From an optimization exercise on the open Yosys and OpenROAD flow, aimed at small area and a short achievable clock period; shortcuts taken in it are not production practice.
Where RTL was checked, it was by simulation tests only, not by an equivalence proof against the original.
The RTL of run 4 was laid out without a check of its function.

File: design/flow/config.mk
export PLATFORM = sky130hd
export DESIGN_NAME = matrix_multi
export DESIGN_NICKNAME = matrix_multi
export VERILOG_FILES = /design/flow/design.v
export SDC_FILE = /design/flow/constraint.sdc
export NUM_CORES = 8
export LEC_CHECK = 0
export ABC_AREA = 1
export CAP_MARGIN = 20
export CORE_MARGIN = 2
export CORE_UTILIZATION = 70
export CTS_CLUSTER_DIAMETER = 100
export CTS_CLUSTER_SIZE = 24
export SLEW_MARGIN = 20
File: design/flow/constraint.sdc
create_clock -name core_clock -period 13.0 [get_ports {clk}]
set_input_delay 2.6000 -clock core_clock [delete_from_list [all_inputs] [get_ports {clk}]]
set_output_delay 2.6000 -clock core_clock [all_outputs]
set_load 0.01 [all_outputs]
File: design/flow/design.v
module fmulc #(parameter [31:0] A = 32'h3f800000, parameter R = 0, parameter EXT = 0) (
input  wire clk,
input  wire [31:0] x,
input  wire [2:0] fl,      
output wire [31:0] p
);
localparam [7:0]  EA = A[30:23];
localparam integer CM  = (A[22:20] == 3'b000) ? 1 :
                         (A[22:20] == 3'b010) ? 5 :
                         (A[22:20] == 3'b100) ? 3 :
                         (A[22:20] == 3'b011) ? 11 : 7;
localparam integer TOP = (CM == 1) ? 24 : (CM == 3) ? 25 : (CM == 11) ? 27 : 26;
localparam [24:0] K = ((64'd1 << TOP) + CM - 1) / CM;
wire [23:0] mx = {1'b1, x[22:0]};
wire [27:0] x8 = {1'd0, mx, 3'd0};
wire [27:0] x2 = {3'd0, mx, 1'b0};
wire [27:0] x1 = {4'd0, mx};
wire [27:0] csum = x8 ^ x2 ^ x1;
wire [28:0] ccar = {((x8 & x2) | (x8 & x1) | (x2 & x1)), 1'b0};
wire [27:0] opa = (CM == 3) ? x2 : (CM == 5) ? {2'd0, mx, 2'd0} : (CM == 11) ? csum : x8;
wire [27:0] opb = (CM == 7) ? ~x1 : (CM == 11) ? ccar[27:0] : x1;
wire [27:0] prodc;
wire pco;
skadd #(28) madd(opa, opb, (CM == 7), prodc, pco);
wire [27:0] prod = (CM == 1) ? x1 : prodc;
wire [2:0] fi;
generate
  if (EXT) begin : g_ext
    assign fi = fl;
  end else begin : g_int
    fmflag #(A) ff(x, fi);
  end
endgenerate
wire ovf = fi[2];
wire [22:0] m = ovf ? prod[TOP-1 -: 23] : prod[TOP-2 -: 23];
wire [7:0] e0 = x[30:23] + (EA - 8'd127);
wire [7:0] e1 = x[30:23] + (EA - 8'd126);
wire [7:0] e = ovf ? e1 : e0;
wire [31:0] pp = fi[1] ? 32'd0 :
                 fi[0] ? 32'h7f800000 :
                 {A[31] ^ x[31], e, m};
pipe #(.W(32), .EN(R)) pr(clk, pp, p);
endmodule
module fmflag #(parameter [31:0] A = 32'h3f800000) (
input  wire [31:0] x,
output wire [2:0] f
);
localparam integer CM  = (A[22:20] == 3'b000) ? 1 :
                         (A[22:20] == 3'b010) ? 5 :
                         (A[22:20] == 3'b100) ? 3 :
                         (A[22:20] == 3'b011) ? 11 : 7;
localparam integer TOP = (CM == 1) ? 24 : (CM == 3) ? 25 : (CM == 11) ? 27 : 26;
localparam [24:0] K = ((64'd1 << TOP) + CM - 1) / CM;
assign f = {({2'b01, x[22:0]} >= K), x[30:23] == 8'd0, x[30:23] == 8'hff};
endmodule
module pipe #(parameter W = 1, parameter EN = 1) (
input  wire clk,
input  wire [W-1:0] d,
output wire [W-1:0] q
);
generate
  if (EN) begin : g_reg
    reg [W-1:0] r;
    always @(posedge clk) r <= d;
    assign q = r;
  end else begin : g_wire
    assign q = d;
  end
endgenerate
endmodule
module bkadd #(parameter N = 26) (
input  wire [N-1:0] a,
input  wire [N-1:0] b,
input  wire cin,
output wire [N-1:0] s,
output wire cout
);
reg [N:0] g, p;
integer l, i;
always @(*) begin
  g = {a & b, cin};
  p = {a ^ b, 1'b0};
  for (l = 1; l < 8; l = l + 1) begin
    for (i = (1 << l) - 1; i <= N; i = i + (1 << l)) begin
      g[i] = g[i] | (p[i] & g[i - (1 << (l-1))]);
      p[i] = p[i] & p[i - (1 << (l-1))];
    end
  end
  for (l = 7; l >= 1; l = l - 1) begin
    for (i = (1 << l) + (1 << (l-1)) - 1; i <= N; i = i + (1 << l)) begin
      g[i] = g[i] | (p[i] & g[i - (1 << (l-1))]);
      p[i] = p[i] & p[i - (1 << (l-1))];
    end
  end
end
assign s = (a ^ b) ^ g[N-1:0];
assign cout = g[N];
endmodule
module skadd #(parameter N = 26) (
input  wire [N-1:0] a,
input  wire [N-1:0] b,
input  wire cin,
output wire [N-1:0] s,
output wire cout
);
reg [N:0] g, p;
integer l, i;
always @(*) begin
  g = {a & b, cin};
  p = {a ^ b, 1'b0};
  for (l = 0; l < 6; l = l + 1)
    for (i = 0; i <= N; i = i + 1)
      if (i[l]) begin
        g[i] = g[i] | (p[i] & g[((i >> l) << l) - 1]);
        p[i] = p[i] & p[((i >> l) << l) - 1];
      end
end
assign s = (a ^ b) ^ g[N-1:0];
assign cout = g[N];
endmodule
module cmpgt #(parameter N = 31) (
input  wire [N-1:0] a,
input  wire [N-1:0] b,
output wire gt
);
reg [31:0] g, e;
integer l, i;
always @(*) begin
  g = 32'd0;
  e = {32{1'b1}};
  for (i = 0; i < N; i = i + 1) begin
    g[i] = a[i] & ~b[i];
    e[i] = ~(a[i] ^ b[i]);
  end
  for (l = 0; l < 5; l = l + 1)
    for (i = 0; i < (16 >> l); i = i + 1) begin
      g[i] = g[2*i+1] | (e[2*i+1] & g[2*i]);
      e[i] = e[2*i+1] & e[2*i];
    end
end
assign gt = g[0];
endmodule
module fexp (
input  wire [7:0] ea,
input  wire [7:0] eb,
output wire [7:0] x
);
wire [8:0] dab9 = {1'b0, ea} - {1'b0, eb};
wire neg = dab9[8];
wire eeq = ~|dab9[7:0];
wire egt = ~neg & ~eeq;
wire [4:0] low = dab9[4:0];
wire [4:0] sh = neg ? (~low + 5'd1) : low;
wire kill = neg ? ~(&dab9[7:5] & |low) : |dab9[7:5];
assign x = {egt, eeq, kill, sh};
endmodule
module fadd #(parameter RA = 0, parameter RB = 0, parameter RC = 0, parameter RD = 1,
              parameter PRE = 0) (
input  wire clk,
input  wire [31:0] a,
input  wire [31:0] b,
input  wire [7:0] xe,
output wire [31:0] s
);
wire [7:0] xi;
generate
  if (PRE) begin : g_pre
    assign xi = xe;
  end else begin : g_exp
    fexp fe(a[30:23], b[30:23], xi);
  end
endgenerate
wire egt = xi[7];
wire eeq = xi[6];
wire mgt;
cmpgt #(23) cm(a[22:0], b[22:0], mgt);
wire agt = egt | (eeq & mgt);
wire [7:0]  a_emax = agt ? a[30:23] : b[30:23];
wire [22:0] a_mbig = agt ? a[22:0] : b[22:0];
wire [22:0] a_msml = agt ? b[22:0] : a[22:0];
wire a_sgn = agt ? a[31] : b[31];
wire a_sub = a[31] ^ b[31];
wire a_kill = xi[5];
wire [4:0] a_sh = xi[4:0];
wire [7:0]  b_emax;
wire [22:0] b_mbig, b_msml;
wire b_sgn, b_sub, b_kill;
wire [4:0] b_sh;
pipe #(.W(8+23+23+1+1+1+5), .EN(RA)) pa(clk,
  {a_emax, a_mbig, a_msml, a_sgn, a_sub, a_kill, a_sh},
  {b_emax, b_mbig, b_msml, b_sgn, b_sub, b_kill, b_sh});
wire [23:0] b_msh = (b_kill ? 24'd0 : ({1'b1, b_msml} >> b_sh)) ^ {24{b_sub}};
wire [7:0]  c_emax;
wire [22:0] c_mbig;
wire [23:0] c_msh;
wire c_sgn, c_sub;
pipe #(.W(8+23+24+1+1), .EN(RB)) pb(clk,
  {b_emax, b_mbig, b_msh, b_sgn, b_sub},
  {c_emax, c_mbig, c_msh, c_sgn, c_sub});
wire [24:0] c_r;
wire c_co;
skadd #(25) cadd({1'b0, 1'b1, c_mbig}, {c_sub, c_msh}, c_sub, c_r, c_co);
wire [7:0]  c_emax1 = c_emax + 8'd1;
wire [7:0]  d_emax1;
wire [24:0] d_r;
wire d_sgn;
pipe #(.W(8+25+1), .EN(RC)) pc(clk,
  {c_emax1, c_r, c_sgn},
  {d_emax1, d_r, d_sgn});
function [4:0] lzc32(input [31:0] v);
  reg [15:0] z1v; reg [15:0] z1c;
  reg [7:0] z2v; reg [15:0] z2c;
  reg [3:0] z3v; reg [11:0] z3c;
  reg [1:0] z4v; reg [7:0] z4c;
  integer k;
  begin
    for (k = 0; k < 16; k = k + 1) begin
      z1v[k] = v[2*k+1] | v[2*k];
      z1c[k] = ~v[2*k+1];
    end
    for (k = 0; k < 8; k = k + 1) begin
      z2v[k] = z1v[2*k+1] | z1v[2*k];
      z2c[2*k+1 -: 2] = z1v[2*k+1] ? {1'b0, z1c[2*k+1]} : {1'b1, z1c[2*k]};
    end
    for (k = 0; k < 4; k = k + 1) begin
      z3v[k] = z2v[2*k+1] | z2v[2*k];
      z3c[3*k+2 -: 3] = z2v[2*k+1] ? {1'b0, z2c[4*k+3 -: 2]} : {1'b1, z2c[4*k+1 -: 2]};
    end
    for (k = 0; k < 2; k = k + 1) begin
      z4v[k] = z3v[2*k+1] | z3v[2*k];
      z4c[4*k+3 -: 4] = z3v[2*k+1] ? {1'b0, z3c[6*k+5 -: 3]} : {1'b1, z3c[6*k+2 -: 3]};
    end
    lzc32 = z4v[1] ? {1'b0, z4c[7:4]} : {1'b1, z4c[3:0]};
  end
endfunction
wire tiny = ~|d_r[24:2];
wire [4:0] lz = tiny ? (d_r[1] ? 5'd21 : 5'd22) : lzc32({d_r, 7'd0});
wire [24:0] r1 = lz[4] ? {d_r[8:0], 16'd0} : d_r;
wire [24:0] r2 = lz[3] ? {r1[16:0], 8'd0} : r1;
wire [24:0] r3 = lz[2] ? {r2[20:0], 4'd0} : r2;
wire [24:0] r4 = lz[1] ? {r3[22:0], 2'd0} : r3;
wire [24:0] r5 = lz[0] ? {r4[23:0], 1'b0} : r4;
wire [7:0] e_n = d_emax1 - {3'd0, lz};
wire [31:0] d_s = {d_sgn, e_n, r5[23:1]};
pipe #(.W(32), .EN(RD)) pd(clk, d_s, s);
endmodule
module matrix_multi(input clk,
input wire rst,                  
input wire in_valid,             
input wire[127:0] buff_x,
output wire out_valid,           
output wire[95:0] buff_y);
localparam MR = 1;
localparam A1 = 0, B1 = 1, C1 = 1, D1 = 1;
localparam A2 = 1, B2 = 0, C2 = 1, D2 = 1;
localparam XR = 1;
localparam LAT = XR + MR + A1 + B1 + C1 + D1 + A2 + B2 + C2 + D2;
wire [127:0] xr;
pipe #(.W(128), .EN(XR)) px(clk, buff_x, xr);
wire [2:0] g00, g01, g02, g03, g10, g11, g13, g21, g22, g23;
wire [2:0] f00, f01, f02, f03, f10, f11, f13, f21, f22, f23;
fmflag #(32'h3f000000) fg00(buff_x[127:96], g00);
fmflag #(32'hbfc00000) fg01(buff_x[95:64],  g01);
fmflag #(32'hbf400000) fg02(buff_x[63:32],  g02);
fmflag #(32'hbf600000) fg03(buff_x[31:0],   g03);
fmflag #(32'h3f400000) fg10(buff_x[127:96], g10);
fmflag #(32'h3f000000) fg11(buff_x[95:64],  g11);
fmflag #(32'hbfa00000) fg13(buff_x[31:0],   g13);
fmflag #(32'hbe000000) fg21(buff_x[95:64],  g21);
fmflag #(32'h3fb00000) fg22(buff_x[63:32],  g22);
fmflag #(32'h3e800000) fg23(buff_x[31:0],   g23);
pipe #(.W(30), .EN(XR)) pf(clk,
  {g00, g01, g02, g03, g10, g11, g13, g21, g22, g23},
  {f00, f01, f02, f03, f10, f11, f13, f21, f22, f23});
wire [31:0] x1 = xr[127:96];
wire [31:0] x2 = xr[95:64];
wire [31:0] x3 = xr[63:32];
wire [31:0] x4 = xr[31:0];
wire [31:0] mp00, mp01, mp02, mp03, mp10, mp11, mp13, mp21, mp22, mp23;
wire [31:0] mul00, mul01, mul02, mul03;
wire [31:0] mul10, mul11, mul12, mul13;
wire [31:0] mp12, mp20;
wire [31:0] mul20, mul21, mul22, mul23;
fmulc #(32'h3f000000, 0, XR) mult00(clk, x1, f00, mp00);   
fmulc #(32'hbfc00000, 0, XR) mult01(clk, x2, f01, mp01);   
fmulc #(32'hbf400000, 0, XR) mult02(clk, x3, f02, mp02);   
fmulc #(32'hbf600000, 0, XR) mult03(clk, x4, f03, mp03);   
fmulc #(32'h3f400000, 0, XR) mult10(clk, x1, f10, mp10);   
fmulc #(32'h3f000000, 0, XR) mult11(clk, x2, f11, mp11);   
assign mp12 = mp02;
assign mul12 = mul02;                                    
fmulc #(32'hbfa00000, 0, XR) mult13(clk, x4, f13, mp13);   
assign mp20 = mp10;
assign mul20 = mul10;                                    
fmulc #(32'hbe000000, 0, XR) mult21(clk, x2, f21, mp21);   
fmulc #(32'h3fb00000, 0, XR) mult22(clk, x3, f22, mp22);   
fmulc #(32'h3e800000, 0, XR) mult23(clk, x4, f23, mp23);   
wire [7:0] xp00, xp01, xp10, xp11, xp20, xp21;
fexp fe00(mp00[30:23], mp01[30:23], xp00);
fexp fe01(mp02[30:23], mp03[30:23], xp01);
fexp fe10(mp10[30:23], mp11[30:23], xp10);
fexp fe11(mp12[30:23], mp13[30:23], xp11);
fexp fe20(mp20[30:23], mp21[30:23], xp20);
fexp fe21(mp22[30:23], mp23[30:23], xp21);
wire [7:0] xe00, xe01, xe10, xe11, xe20, xe21;
pipe #(.W(10*32 + 6*8), .EN(MR)) pm(clk,
  {mp00, mp01, mp02, mp03, mp10, mp11, mp13, mp21, mp22, mp23,
   xp00, xp01, xp10, xp11, xp20, xp21},
  {mul00, mul01, mul02, mul03, mul10, mul11, mul13, mul21, mul22, mul23,
   xe00, xe01, xe10, xe11, xe20, xe21});
wire [31:0] s00, s01, s10, s11, s20, s21;
fadd #(A1, B1, C1, D1, 1) ad00(clk, mul00, mul01, xe00, s00);
fadd #(A1, B1, C1, D1, 1) ad01(clk, mul02, mul03, xe01, s01);
fadd #(A1, B1, C1, D1, 1) ad10(clk, mul10, mul11, xe10, s10);
fadd #(A1, B1, C1, D1, 1) ad11(clk, mul12, mul13, xe11, s11);
fadd #(A1, B1, C1, D1, 1) ad20(clk, mul20, mul21, xe20, s20);
fadd #(A1, B1, C1, D1, 1) ad21(clk, mul22, mul23, xe21, s21);
fadd #(A2, B2, C2, D2, 0) ad02(clk, s00, s01, 8'd0, buff_y[95:64]);
fadd #(A2, B2, C2, D2, 0) ad12(clk, s10, s11, 8'd0, buff_y[63:32]);
fadd #(A2, B2, C2, D2, 0) ad22(clk, s20, s21, 8'd0, buff_y[31:0]);
reg [LAT-1:0] valid_pipe;
always @(posedge clk)
  if (rst) valid_pipe <= {LAT{1'b0}};
  else     valid_pipe <= {valid_pipe[LAT-2:0], in_valid};
assign out_valid = valid_pipe[LAT-1];
endmodule
File: design/flow/flow/run.sh
#!/bin/bash
# Own layout flow: the standard ORFS layout (standard.sh), with
#  - port buffers: buf_2 on inputs, buf_4 on outputs (a copy of the ORFS
#    scripts with that one change to global_place.tcl),
#  - timing repair aimed below the clock period.
set -euo pipefail
cp -r "$FLOW_HOME/scripts" scripts
sed -i 's/^\(\s*\)buffer_ports {\*}\[env_var_or_empty BUFFER_PORTS_ARGS\]/\1buffer_ports -inputs -buffer_cell sky130_fd_sc_hd__buf_2\n\1buffer_ports -outputs -buffer_cell sky130_fd_sc_hd__buf_4/' scripts/global_place.tcl
grep -n "buffer_ports" scripts/global_place.tcl > buffer_ports.log
export SCRIPTS_DIR="$PWD/scripts"
export SETUP_SLACK_MARGIN=9.2
bash standard.sh > standard.log 2>&1
File: design/flow/standard.sh
#!/bin/bash
# synth_recipe.tcl (not shown) runs the flow's synth.tcl, then flattens the netlist and writes it again
# the make line also repeats each setting of config.mk as NAME=value (left out here)
make -C /OpenROAD-flow-scripts/flow DESIGN_CONFIG=/design/flow/config.mk WORK_HOME=/design/flow/orfs CLKGATE_MAP_FILE= SYNTH_SCRIPT=/design/flow/synth_recipe.tcl "${@:-finish}"
==> run summary, run 1 <==
- Status: no timing/DRC/antenna violations
- Area growth, synth to finish: 6.63%
- Worst-path cell chain: buf_6
- Detail Placement HPWL: 210 mm
- Crit Path Class: reg2out
- Slew HR: 23.2%
- Syn Nets: 13.6k
- Drt wl/cell: 19.0 um
- R2R depth: 16
- Placed cell areas: 93900 um2
- All-Layer GR Usage: 38.4%
- Maximum root-to-sink buffer count: 3
- Setup ws final: 9160 ps
- Top_reg_cell synth: dfxtp_1
- Critical-path top delay cell: dfxtp_4
- RSZ-0062 raised after global routing: true
- Min Hold Slack: 319 ps
- Tmin final: 3840 ps
- Final Cell Area: 98300 um2
- EDFF count, synth: 0
- Hold Vio Cnt, Final: 0
- Vias in the first global route: 80.4k
- H-tree levels: 3
- DR vias: 87.5k
- Die Y: 367 um
- Initial antenna violation count: 8
- WP data required: 10400 ps
- Root buf cell: clkbuf_16
- First-pass GRT wire length: 421 mm
- Num CTS Buffers: 78
- Max Freq: 0.261 GHz
- Worst-Margin Slew: 1150 ps
- Utilization after layout: 74.9%
- Max-slew violations: 0
- Fin cells: 14.5k
- Most frequent cells after synthesis: 2891 x nand2_1, 1610 x dfxtp_1, 1515 x nand3_1
- Clock skew: 39.6 ps
- Final setup viols: 0
- Netlist cell types: 78
- Number of routed nets with antenna violations: 0
- First-pass iteration count of the detailed router: 10
- Drt initial violations: 12.0k
- Placed Instances: 14.2k
- Max-cap violations: 0
- Arrival time at the worst endpoint: 1240 ps
- Synth area leader: dfxtp_1
- CTS tree: yes
- Syn Std Cell Area: 92200 um2
- Place WS: 8270 ps
- WP depth: 1
- GP Congestion: 1.00
- Top cell type's share of synthesized area: 35.0%
- Buf/Inv on CP: 1
- Number of fill cells in the layout: 10.0k
- DRC: 0
- Reg2Reg Setup Slack: 9360 ps
- Remaining Overflow, GRT: 0
- Worst-skew pair later-pin latency: 750 ps
- Initial Util: 70.3%
- Mean Syn Cell Area: 7.25 um2
- Worst min path class: reg2reg
- Drt total wl: 275 mm
- Synth area leaders: dfxtp_1 35%, nand2_1 12%, ha_1 8.9%, nand3_1 8.2%, inv_1 5.4%
- WHS Path Cells: 0
- #FFs+latches synth: 1610
- Die X: 367 um
- Vias per cell: 6.05
- Share of cells above drive strength 1: 6.87%
- Fin crit share: 29.5%
- Core Area: 131000 um2
- Critical path fanouts, max: 1
- RR Startpoint: ad20.pc.g_reg.r[3]
- Setup crit end kind: output pin
- Buffers added on ports: 227
- Die area: 135000 um2
- Most frequent cell after synthesis: nand2_1
- CTS Hold Buffers Added: 0
- Crit. Startpoint: ad12.pd.g_reg.r[28]
- Asr flop ratio synth: 0%
- Cell count after synthesis: 12.7k
- End of the worst hold path: ad01.pc.g_reg.r[0]
- Reg2Reg Capture Point: ad20.pd.g_reg.r[30]
- CTS Sinks: 1610
- Post-synthesis sequential area ratio: 35.0%
- Largest net degree at the start of global routing: 87
- Clk slew on worst S/H paths: 100 ps
- CP delay by family, top: flip-flops
- Top Ports: 228
- Synth warn: 13
- Crit path launch type: flop
- Final TNS setup: 0 ps
- FP Rows: 133
- Hold path start: ad01.pb.g_reg.r[1]
- Nets: 13.6k
- Delay of the slowest cell on the worst path: 400 ps
registers in the layout, indices dropped and copies added, names as in the netlist, 56 cells and up:
register / cells
ad12.pa.g_reg.r: 62
px.g_reg.r: 128
ad20.pb.g_reg.r: 57
ad21.pb.g_reg.r: 57
ad02.pa.g_reg.r: 62
ad01.pb.g_reg.r: 56
ad00.pb.g_reg.r: 56
ad11.pb.g_reg.r: 57
ad22.pa.g_reg.r: 62
pm.g_reg.r: 340
ad10.pb.g_reg.r: 57
layout by cell type (no fill, tap or decap), types with 32 or more instances in the layout:
cell type / count
nand3_1: 1508
o211ai_1: 50
buf_4: 149
o21ai_0: 911
buf_2: 130
mux2i_1: 127
o31ai_1: 32
xnor2_1: 88
nor3_1: 90
fa_1: 101
nand2_1: 2875
nand4_1: 81
a21oi_1: 633
o21ai_1: 130
mux2_2: 48
dfxtp_1: 1530
ha_1: 655
inv_1: 1293
o21bai_1: 49
buf_6: 71
clkbuf_16: 80
nor2_1: 875
dfxtp_2: 71
xor2_1: 505
a31oi_1: 68
inv_2: 35
logic make-up after synthesis:
group	synth area share, %
AO/OA/AOI/OAI	12.3
XOR/XNOR	5.65
adder cells (fa/ha/maj)	11.1
buffers and inverters	8.02
flip-flops	35.0
multiplexers	1.98
AND/OR/NAND/NOR	26.0
cell type report:
class / instances / area, um2 / area share [%]
Multi-Input combinational cell: 9241 / 53300 / 54.3
Sequential cell: 1610 / 32400 / 32.9
Inverter: 1387 / 5350 / 5.44
Timing Repair Buffer: 363 / 2840 / 2.89
Tap cell: 1755 / 2200 / 2.23
Clock buffer: 81 / 1970 / 2.01
Clock inverter: 12 / 146 / 0.149
Timing Repair inverter: 16 / 90.1 / 0.0917
Antenna cell: 2 / 5.00 / 0.00509
metal layers:
metal | vias to the layer above | share of wire [%] | wire [um] | track usage (%)
li1 | 41700 | - | - | -
met4 | 6 | 4.7 | 12900 | 15.3
met3 | 886 | 9.8 | 27000 | 5.91
met5 | - | 0.013 | 36 | 0
met1 | 40200 | 41 | 111000 | 51.3
met2 | 4719 | 45 | 123000 | 62.2
what timing repair did:
item,in CTS,in global routing
endpoints found under the setup margin,320,368
cloned,15,18
resized for setup,173,197
setup buffers,15,80
pin swaps,5,41
how the worst max path moves through the flow:
stage	endpoint	slack (ps)
2_1_floorplan	pf.g_reg.r[11]	9290
6_report	buff_y[60]	9160
5_1_grt	ad10.pd.g_reg.r[30]	9010
3_5_place_dp	ad10.pd.g_reg.r[30]	8270
4_1_cts	buff_y[60]	9130
3_3_place_gp	ad10.pd.g_reg.r[30]	8300
==> inputs of run 2 (changes only) <==
--- a/design/flow/config.mk
+++ b/design/flow/config.mk
@@ -9,6 +9,7 @@
 export CAP_MARGIN = 20
 export CORE_MARGIN = 2
 export CORE_UTILIZATION = 70
+export CTS_BUF_LIST = sky130_fd_sc_hd__clkbuf_8 sky130_fd_sc_hd__clkbuf_16
 export CTS_CLUSTER_DIAMETER = 100
 export CTS_CLUSTER_SIZE = 24
 export SLEW_MARGIN = 20
==> run 2 against run 1 <==
Compared with the run above: still clean; register-to-register slack about the same; die area unchanged; flip-flop and latch count unchanged.
==> run summary, run 2 <==
- Largest registers: pm.g_reg.r (340), px.g_reg.r (128)
- Worst min path class: reg2reg
- Area growth, synth to finish: 6.63%
- CTS tree: yes
- Maximum root-to-sink buffer count: 3
- Mean Syn Cell Area: 7.25 um2
- H-tree levels: 3
- Largest net degree at the start of global routing: 87
- FP Rows: 133
- Critical-path top delay cell: dfxtp_4
- Hold Vio Cnt, Final: 0
- Final TNS setup: 0 ps
- Num CTS Buffers: 78
- Final setup viols: 0
- Share of cells above drive strength 1: 6.87%
- Die X: 367 um
- Root buf cell: clkbuf_16
- Most frequent cells after synthesis: 2891 x nand2_1, 1610 x dfxtp_1, 1515 x nand3_1
- Asr flop ratio synth: 0%
- Syn Nets: 13.6k
- Buffers added on ports: 227
- EDFF count, synth: 0
- Status: no timing/DRC/antenna violations
- Fin crit share: 29.5%
- Vias in the first global route: 80.4k
- CTS Sinks: 1610
- Worst-path cell chain: buf_6
- Cell count after synthesis: 12.7k
- WP data required: 10400 ps
- DRC: 0
- Setup crit end kind: output pin
- Most frequent cells in the layout: 2875 x nand2_1, 1530 x dfxtp_1, 1508 x nand3_1
- Remaining Overflow, GRT: 0
- #FFs+latches synth: 1610
- Most frequent cell after synthesis: nand2_1
- Top reg by flops: pm.g_reg.r
- Buf/Inv on CP: 1
- First-pass iteration count of the detailed router: 12
- Top_reg_cell synth: dfxtp_1
- Largest register FFs: 340
- Slew HR: 23.0%
- Critical path fanouts, max: 1
- Utilization after layout: 74.9%
- Drt total wl: 275 mm
- Synth area leader: dfxtp_1
- Post-synthesis sequential area ratio: 35.0%
- Worst-Margin Slew: 1150 ps
- Die area: 135000 um2
- Worst-skew pair later-pin latency: 750 ps
- Max-cap violations: 0
- First-pass GRT wire length: 421 mm
- Max Freq: 0.261 GHz
- Netlist cell types: 78
- Delay of the slowest cell on the worst path: 400 ps
- CP delay by family, top: flip-flops
- Max-slew violations: 0
- Drt wl/cell: 19.0 um
- Detail Placement HPWL: 210 mm
- Commonest non-fill, non-tap cell in the layout: nand2_1
- Top Ports: 228
- DR vias: 87.5k
- Drt initial violations: 12.0k
- RSZ-0062 raised after global routing: true
- Synth warn: 13
- Top cell type's share of synthesized area: 35.0%
- Synth area leaders: dfxtp_1 35%, nand2_1 12%, ha_1 8.9%, nand3_1 8.2%, inv_1 5.4%
- Nets: 13.6k
- Core Area: 131000 um2
- Tmin final: 3830 ps
- Number of routed nets with antenna violations: 0
- Syn Std Cell Area: 92200 um2
- Arrival time at the worst endpoint: 1230 ps
- Crit Path Class: reg2out
- Clk slew on worst S/H paths: 100 ps
- Number of fill cells in the layout: 10.0k
- Initial Util: 70.3%
- Clock skew: 43.9 ps
- Vias per cell: 6.05
- All-Layer GR Usage: 38.4%
- CTS Hold Buffers Added: 0
- Initial antenna violation count: 8
- Crit path launch type: flop
- GP Congestion: 1.00
- Die Y: 367 um
[run 2: logic make-up (layout without fill, tap and decap cells)]
family	count (synthesis)	count (layout)	synth area share, %
flops	1610	1610	35.0
simple gates	5631	5641	26.0
mux	176	176	1.98
compound gates	2067	2072	12.3
other cells	0	2	0
fa+ha+maj	757	757	11.1
xor+xnor	595	595	5.65
buf+inv	1881	1859	8.02
[run 2: final cells by class]
class	count	area, um2	share of cell area, %
flip-flops and latches	1610	32400	32.9
clock buffers	79	1970	2.00
multi-input cells	9241	53300	54.3
diodes	2	5.00	0.00509
clock inverters	14	154	0.157
repair inverters	16	90.1	0.0917
inverters	1387	5350	5.44
repair buffers	363	2840	2.89
well taps	1755	2200	2.23
[run 2: layer usage]
metal	vias to the layer above	routed length (um)	GRT usage [%]	part of all wire, %
li1	41700	-	-	-
met1	40200	111000	51.3	41
met2	4778	123000	62.2	45
met3	883	26900	5.91	9.8
met4	6	13000	15.3	4.7
met5	-	36	0	0.013
[run 2: per-stage QoR]
| stage | cell area (um2) | hold slack, ps | setup WS (ps) | std cells |
|---|---|---|---|---|
| after detailed placement | 93900 | 313 | 8270 | 14200 |
| after floorplan | 92200 | 310 | 9290 | 12700 |
| after CTS | 96800 | 334 | 9130 | 14400 |
| after global placement | 93900 | 310 | 8300 | 14200 |
| final | 98300 | 320 | 9170 | 14500 |
| after global routing | 98300 | 342 | 9010 | 14500 |
[run 2: final timing paths]
kind / endpoint / slack [ps] / cells past startpoint / start
hold / removal: ad01.pc.g_reg.r[0] / 320 / 0 / ad01.pb.g_reg.r[1]
setup reg to reg: ad20.pb.g_reg.r[2] / 9360 / 24 / pm.g_reg.r[126]
hold reg to reg: ad01.pc.g_reg.r[0] / 320 / 0 / ad01.pb.g_reg.r[1]
setup / recovery: buff_y[60] / 9170 / 1 / ad12.pd.g_reg.r[28]
[run 2: repair_timing]
| action | 4_1_cts | 5_1_grt |
|---|---|---|
| cloned | 15 | 18 |
| setup buffers | 15 | 80 |
| setup endpoints to repair | 320 | 368 |
| gates resized for setup | 173 | 197 |
| pin swaps | 5 | 41 |
==> inputs of run 3 (changes only) <==
--- a/design/flow/config.mk
+++ b/design/flow/config.mk
@@ -9,7 +9,6 @@
 export CAP_MARGIN = 20
 export CORE_MARGIN = 2
 export CORE_UTILIZATION = 70
-export CTS_BUF_LIST = sky130_fd_sc_hd__clkbuf_8 sky130_fd_sc_hd__clkbuf_16
 export CTS_CLUSTER_DIAMETER = 100
-export CTS_CLUSTER_SIZE = 24
+export CTS_CLUSTER_SIZE = 16
 export SLEW_MARGIN = 20
==> run 3 against run 2 <==
Compared with the run above: synthesized area unchanged; synthesized cell count unchanged; routed wire length up 1.4%; maximum frequency about the same; worst setup slack worse by 2.8 ps; critical endpoint unchanged; critical path depth unchanged.
==> run summary, run 3 <==
- Status: no timing/DRC/antenna violations
- Commonest non-fill, non-tap cell in the layout: nand2_1
- Place WS: 8270 ps
- Fin cells: 14.5k
- Post-synthesis sequential area ratio: 35.0%
- Worst-Margin Slew: 1150 ps
- Die X: 367 um
- CTS Sinks: 1610
- First-pass iteration count of the detailed router: 14
- Critical-path top delay cell: dfxtp_4
- Synth warn: 13
- WHS Path Cells: 0
- CTS Hold Buffers Added: 0
- Netlist cell types: 78
- Setup crit end kind: output pin
- Most frequent cells after synthesis: 2891 x nand2_1, 1610 x dfxtp_1, 1515 x nand3_1
- CTS tree: yes
- Die area: 135000 um2
- Syn Nets: 13.6k
- Share of cells above drive strength 1: 7.31%
- Drt wl/cell: 19.2 um
- Core Area: 131000 um2
- DR vias: 87.9k
- Synth area leaders: dfxtp_1 35%, nand2_1 12%, ha_1 8.9%, nand3_1 8.2%, inv_1 5.4%
- Num CTS Buffers: 110
- Crit path launch type: flop
- Die Y: 367 um
- Synth area leader: dfxtp_1
- Most frequent cell after synthesis: nand2_1
- Syn Std Cell Area: 92200 um2
- Hold path start: ad01.pb.g_reg.r[1]
- Clk slew on worst S/H paths: 70 ps
- Buf/Inv on CP: 1
- Setup ws final: 9160 ps
- Clock skew: 35.6 ps
- Initial Util: 70.3%
- Final setup viols: 0
- Top_reg_cell synth: dfxtp_1
- Area growth, synth to finish: 7.60%
- Largest register FFs: 340
- Top Ports: 228
- Number of routed nets with antenna violations: 0
- Buffers added on ports: 227
- Hold Vio Cnt, Final: 0
- Top reg by flops: pm.g_reg.r
- DRC: 0
- Tmin final: 3840 ps
- Most frequent cells in the layout: 2877 x nand2_1, 1508 x nand3_1, 1491 x dfxtp_1
- Drt total wl: 278 mm
- Remaining Overflow, GRT: 0
- Asr flop ratio synth: 0%
- Slew HR: 23.4%
- Mean Syn Cell Area: 7.25 um2
- Final Cell Area: 99200 um2
- All-Layer GR Usage: 39.0%
- Critical path fanouts, max: 1
- WP depth: 1
- Drt initial violations: 11.7k
- Vias in the first global route: 81.4k
- Worst min path class: reg2reg
- Number of fill cells in the layout: 9895
- R2R depth: 19
- Utilization after layout: 75.6%
- Max Freq: 0.261 GHz
- RSZ-0062 raised after global routing: true
- End of the worst hold path: ad01.pc.g_reg.r[0]
- Root buf cell: clkbuf_16
- Reg2Reg Setup Slack: 9260 ps
- Detail Placement HPWL: 210 mm
- Final TNS setup: 0 ps
- Cell count after synthesis: 12.7k
- Placed cell areas: 93900 um2
- Crit Path Class: reg2out
- Delay of the slowest cell on the worst path: 370 ps
- Initial antenna violation count: 16
- WP data required: 10400 ps
- Largest net degree at the start of global routing: 87
- First-pass GRT wire length: 428 mm
- #FFs+latches synth: 1610
- Maximum root-to-sink buffer count: 3
- Worst-skew pair later-pin latency: 780 ps
- Worst-path cell chain: buf_6
- EDFF count, synth: 0
- Arrival time at the worst endpoint: 1240 ps
- H-tree levels: 3
- Largest registers: pm.g_reg.r (340), px.g_reg.r (128)
- Fin crit share: 29.5%
- Top cell type's share of synthesized area: 35.0%
- Max-slew violations: 0
- RR Startpoint: pf.g_reg.r[26]
- Vias per cell: 6.07
- CP delay by family, top: flip-flops
- GP Congestion: 1.00
- Nets: 13.6k
- FP Rows: 133
- Placed Instances: 14.2k
- Reg2Reg Capture Point: pm.g_reg.r[47]
- Max-cap violations: 0
-- run 3: cell counts after synthesis --
Identical to the previous run, type by type.
-- run 3: cell families (layout without fill, tap and decap cells) --
kind of cell / Yosys count / in the layout / share of synthesized area, %
AOI/OAI and AO/OA: 2067 / 2072 / 12.3
xor gates and xnor gates: 595 / 595 / 5.65
adders and majority gates: 757 / 757 / 11.1
buffers and inverters: 1881 / 1878 / 8.02
DFF: 1610 / 1610 / 35.0
muxes: 176 / 176 / 1.98
other: 0 / 3 / 0
and+or+nand+nor: 5631 / 5641 / 26.0
-- run 3: final cells by class --
type | instances | area (um2) | share of cell area, %
multi-input cells | 9241 | 53300 | 53.8
well taps | 1755 | 2200 | 2.21
clock buffers | 111 | 2770 | 2.79
clock inverters | 7 | 130 | 0.131
repair buffers | 358 | 2920 | 2.94
diodes | 3 | 7.51 | 0.00757
flip-flops and latches | 1610 | 32400 | 32.7
repair inverters | 15 | 85.1 | 0.0858
inverters | 1387 | 5360 | 5.40
-- run 3: layer usage --
layer	vias up	GRT usage, %	part of all wire (%)
met5	-	0	0.036
met3	1013	6.71	9.7
met4	16	17.1	5.1
li1	41700	-	-
met1	40200	51.3	41
met2	4913	62.8	45
-- run 3: through the flow --
| step | hold WS, ps |
|---|---|
| 5_1_grt | 332 |
| 6_report | 312 |
| 4_1_cts | 316 |
| 3_3_place_gp | 310 |
| 3_5_place_dp | 313 |
| 2_1_floorplan | 310 |
-- run 3: how the worst max path moves through the flow --
stage / startpoint / end / slack, ps
final: ad12.pd.g_reg.r[28] / buff_y[60] / 9160
after global routing: ad10.pc.g_reg.r[13] / ad10.pd.g_reg.r[30] / 9030
after CTS: ad12.pd.g_reg.r[28] / buff_y[60] / 9120
after detailed placement: ad10.pc.g_reg.r[24] / ad10.pd.g_reg.r[30] / 8270
after global placement: ad10.pc.g_reg.r[24] / ad10.pd.g_reg.r[30] / 8300
after floorplan: buff_x[1] / pf.g_reg.r[11] / 9290
-- run 3: repair_timing --
item	in CTS	in global routing
gates cloned	15	18
setup endpoints to repair	379	415
setup buffers	13	76
gates resized for setup	264	184
pin swaps	5	37
==> inputs of run 4 (changes only) <==
--- a/design/flow/design.v
+++ b/design/flow/design.v
@@ -252,7 +252,7 @@
 output wire[95:0] buff_y);
 localparam MR = 1;
 localparam A1 = 0, B1 = 1, C1 = 1, D1 = 1;
-localparam A2 = 1, B2 = 0, C2 = 1, D2 = 1;
+localparam A2 = 0, B2 = 1, C2 = 1, D2 = 1;
 localparam XR = 1;
 localparam LAT = XR + MR + A1 + B1 + C1 + D1 + A2 + B2 + C2 + D2;
 wire [127:0] xr;
==> design/flow/flow/run.sh (replaced) <==
#!/bin/bash
# Own layout flow: the standard ORFS layout (standard.sh) on a copy of
# the ORFS scripts with two changes:
#  - ABC maps for area under a delay target (flow/abc_area.script) instead
#    of for the least delay everywhere,
#  - port buffers: buf_2 on inputs, buf_4 on outputs;
# and timing repair aimed below the clock period.
set -euo pipefail
cp -r "$FLOW_HOME/scripts" scripts
cp flow/abc_area.script scripts/abc_area.script
sed -i 's/^\(\s*\)buffer_ports {\*}\[env_var_or_empty BUFFER_PORTS_ARGS\]/\1buffer_ports -inputs -buffer_cell sky130_fd_sc_hd__buf_2\n\1buffer_ports -outputs -buffer_cell sky130_fd_sc_hd__buf_4/' scripts/global_place.tcl
grep -n "buffer_ports" scripts/global_place.tcl > buffer_ports.log
export SCRIPTS_DIR="$PWD/scripts"
export SETUP_SLACK_MARGIN=9.2
bash standard.sh > standard.log 2>&1
==> design/flow/flow/abc_area.script (new file) <==
strash
dch
map -D 2000
topo
stime -c
buffer -c
upsize -D 2000
dnsize -D 2000
--- a/design/flow/config.mk
+++ b/design/flow/config.mk
@@ -10,5 +10,5 @@
 export CORE_MARGIN = 2
 export CORE_UTILIZATION = 70
 export CTS_CLUSTER_DIAMETER = 100
-export CTS_CLUSTER_SIZE = 16
+export CTS_CLUSTER_SIZE = 24
 export SLEW_MARGIN = 20
==> run 4 against run 3 <==
Compared with the run above: critical path depth rose by 16; critical endpoint is now pm.g_reg.r[94]; critical path type is now reg2reg; largest cell class unchanged; still clean; global-route usage rose by 1.4 points; synthesized cell count fell by 4.2%.
==> run summary, run 4 <==
- Buffers added on ports: 227
- Seq. cell area: 32200 um2
- Max-slew violations: 0
- Nets: 13.2k
- EDFF count, synth: 0
- Xor/xnor share of the synthesized area: 5.52%
- Arrival time at the worst endpoint: 4560 ps
- Initial antenna violation count: 11
- Buf/Inv on CP: 3
- Fin crit share: 30.1%
- CP delay by family, top: compound AO/OA/AOI/OAI gates
- Most frequent cell after synthesis: nand2_1
- Crit path launch type: flop
- Commonest non-fill, non-tap cell in the layout: nand2_1
- Largest net degree at the start of global routing: 104
- Asr flop ratio synth: 0%
- First-pass GRT wire length: 428 mm
- Die area: 132000 um2
- CTS tree: yes
- Final Cell Area: 99800 um2
- DRC: 0
- RSZ-0062 raised after global routing: true
- Clk slew on worst S/H paths: 100 ps
- FP Rows: 131
- Largest family of logic cells by synthesized area: simple AND/OR/NAND/NOR gates
- Drt total wl: 291 mm
- Critical-path top delay cell: fa_1
- Vias per cell: 6.29
- Crit Path Class: reg2reg
- Number of fill cells in the layout: 8709
- #FFs+latches synth: 1595
- Placed cell areas: 92300 um2
- H-tree levels: 3
- Max-cap violations: 0
- Worst min path class: reg2reg
- Worst-skew pair later-pin latency: 750 ps
- Top cell type's share of synthesized area: 35.3%
- Core Area: 128000 um2
- Final setup viols: 0
- Worst-Margin Slew: 1050 ps
- All-Layer GR Usage: 40.3%
- Worst-path cell chain: fa_1 > ha_1 > nand3_1 > and2_1 > inv_1 > a21oi_2 > inv_1 > a21oi_2 > o21ai_2 > inv_1 > o31ai_4 > a31oi_1 > nor2_1 > nor2_1 > xnor2_1 > nor2_1 > a211oi_1
- Remaining Overflow, GRT: 0
- Top Ports: 228
- Share of cells above drive strength 1: 10.5%
- Root buf cell: clkbuf_16
- Largest register FFs: 340
- Initial Util: 70.7%
- Die X: 363 um
- Vias in the first global route: 80.6k
- Number of routed nets with antenna violations: 0
- CTS Hold Buffers Added: 0
- CTS Sinks: 1595
- Tmin final: 3920 ps
- Setup crit end kind: flop
- Maximum root-to-sink buffer count: 3
- Final TNS setup: 0 ps
- WP data required: 13650 ps
- Most frequent cells in the layout: 2273 x nand2_1, 1460 x dfxtp_1, 1262 x inv_1
- Die Y: 363 um
- Synth area leader: dfxtp_1
- First-pass iteration count of the detailed router: 12
- Drt wl/cell: 20.9 um
- Detail Placement HPWL: 212 mm
- Hold Vio Cnt, Final: 0
- Drt initial violations: 12.5k
- Top reg by flops: pm.g_reg.r
- Post-synthesis compound-gate area fraction: 17.8%
- Netlist cell types: 74
- Mean Syn Cell Area: 7.42 um2
- Synth area leaders: dfxtp_1 35%, nand2_1 9.7%, ha_1 9.1%, o21ai_0 6.8%, inv_1 5.4%
- Synth Area in Simple Gates: 20.3%
- Area of the multi-input gates: 53600 um2
- Largest registers: pm.g_reg.r (340), px.g_reg.r (128)
- GP Congestion: 1.07
- Clock skew: 49.6 ps
- Slew HR: 29.3%
- DR vias: 87.9k
- Max Freq: 0.255 GHz
- Cell count after synthesis: 12.2k
- Top_reg_cell synth: dfxtp_1
- Delay of the slowest cell on the worst path: 540 ps
- Post-synthesis mux area share: 1.83%
- Critical path fanouts, max: 6
- Syn Nets: 13.1k
- Num CTS Buffers: 78
- Syn Std Cell Area: 90400 um2
- Synth Area in Adders: 11.4%
- Post-synthesis sequential area ratio: 35.3%
- Synth warn: 12
- Status: no timing/DRC/antenna violations
- Area growth, synth to finish: 10.4%
- Most frequent cells after synthesis: 2331 x nand2_1, 1595 x dfxtp_1, 1302 x inv_1
==> run 4: cell types whose count changed after synthesis, sizes merged, moves of 26 or more <==
cell | previous run | this run
nand2 | 2917 | 2339
clkbuf | 271 | 398
a211oi | 37 | 70
nor2 | 908 | 1151
o211ai | 51 | 212
a31oi | 71 | 130
o21a | 14 | 81
xor2 | 507 | 475
nand4 | 81 | 107
o21ai | 1052 | 1305
inv | 1359 | 1317
buf | 223 | 92
nand3 | 1522 | 621
a21oi | 655 | 711
==> run 4: what timing repair did <==
action                                  4_1_cts  5_1_grt
gates resized for setup                     325      643
pin swaps                                    21      192
endpoints found under the setup margin      539      407
buffers inserted                             32      133
gates cloned                                 22       35
==> run 4: worst reg2reg max path, cell delays in order, from the launching register on <==
cell	delay, ps
dfxtp_4	390
fa_1	540
ha_1	340
nand3_1	80
and2_1	190
inv_1	110
a21oi_2	80
inv_1	80
a21oi_2	70
o21ai_2	190
inv_1	150
o31ai_4	450
a31oi_1	250
nor2_1	250
nor2_1	100
xnor2_1	320
nor2_1	70
a211oi_1	170
==> run 4: area by class of cell <==
type / count / area share (%)
Sequential cell: 1595 / 32.2
Antenna cell: 4 / 0.0100
Inverter: 1361 / 5.31
Clock inverter: 14 / 0.196
Multi-Input combinational cell: 8758 / 53.7
Timing Repair Buffer: 472 / 4.37
Timing Repair inverter: 15 / 0.0853
Tap cell: 1662 / 2.08
Clock buffer: 82 / 2.01
==> run 4: path summary, 6_finish.rpt <==
| check | endpoint | cells after the start | slack [ps] | start |
|---|---|---|---|---|
| hold / removal | ad22.pd.g_reg.r[31] | 0 | 330 | ad22.pc.g_reg.r[0] |
| setup reg to reg | pm.g_reg.r[94] | 17 | 9080 | px.g_reg.r[34] |
| setup / recovery | pm.g_reg.r[94] | 17 | 9080 | px.g_reg.r[34] |
| hold reg to reg | ad22.pd.g_reg.r[31] | 0 | 330 | ad22.pc.g_reg.r[0] |
==> run 4: metal layers <==
| metal | global-route usage [%] | wire length [um] | vias up |
|---|---|---|---|
| met2 | 65.3 | 130000 | 5578 |
| met3 | 7.69 | 30900 | 1423 |
| li1 | - | - | 40700 |
| met1 | 51.2 | 112000 | 40200 |
| met5 | 0 | 55 | - |
| met4 | 20.8 | 19200 | 8 |
==> run 4: kinds of logic after synthesis <==
family | Yosys count
xor gates and xnor gates | 570
AOI/OAI and AO/OA | 2787
adders and majority gates | 760
buffers and inverters | 1851
DFF | 1595
muxes | 161
and+or+nand+nor | 4465
==> run 4: metrics by stage <==
step / instances / worst slack (ps) / utilization [%] / hold slack, ps
after floorplan: 12200 / 9120 / - / 310
final: 14000 / 9080 / 78.0 / 329
after detailed placement: 13600 / 7580 / 72.2 / 313
after global placement: 13600 / 7710 / 72.2 / 309
after CTS: 13800 / 9060 / 75.2 / 330
after global routing: 14000 / 8890 / 78.0 / 335

## port drivers added, routing unchanged
No port has a modelled driver above. Below, the same layouts with a new extraction and two added sets of constraints.
Step 1 sets driving cells, clkbuf_16 on the clock port and buf_2 on the other inputs (assumed; they add their load-dependent delay and slew).
Step 2, shift: input delay + t, output delay - t, t = (earliest + latest rising clock arrival at the registers) / 2. This alone moves slack from input paths to output paths.
a / b / c = ideal / step 1 / step 2; a / b = the first two.
run	t (ns)	setup slack, ns	worst data-port slew with drivers (ns)	pins driven straight from the clock port
run 1	0.809	9.164 / 9.080 / 8.655	0.05	1
run 2	0.811	9.165 / 9.082 / 8.650	0.05	1
run 3	0.850	9.162 / 9.074 / 8.640	0.05	1
run 4	0.818	9.084 / 9.067 / 8.814	0.09	1
After both steps every run listed still meets setup and hold. The setup slack of run 3, which loses most, moves by -0.088 ns with the drivers and by -0.522 ns with both steps.
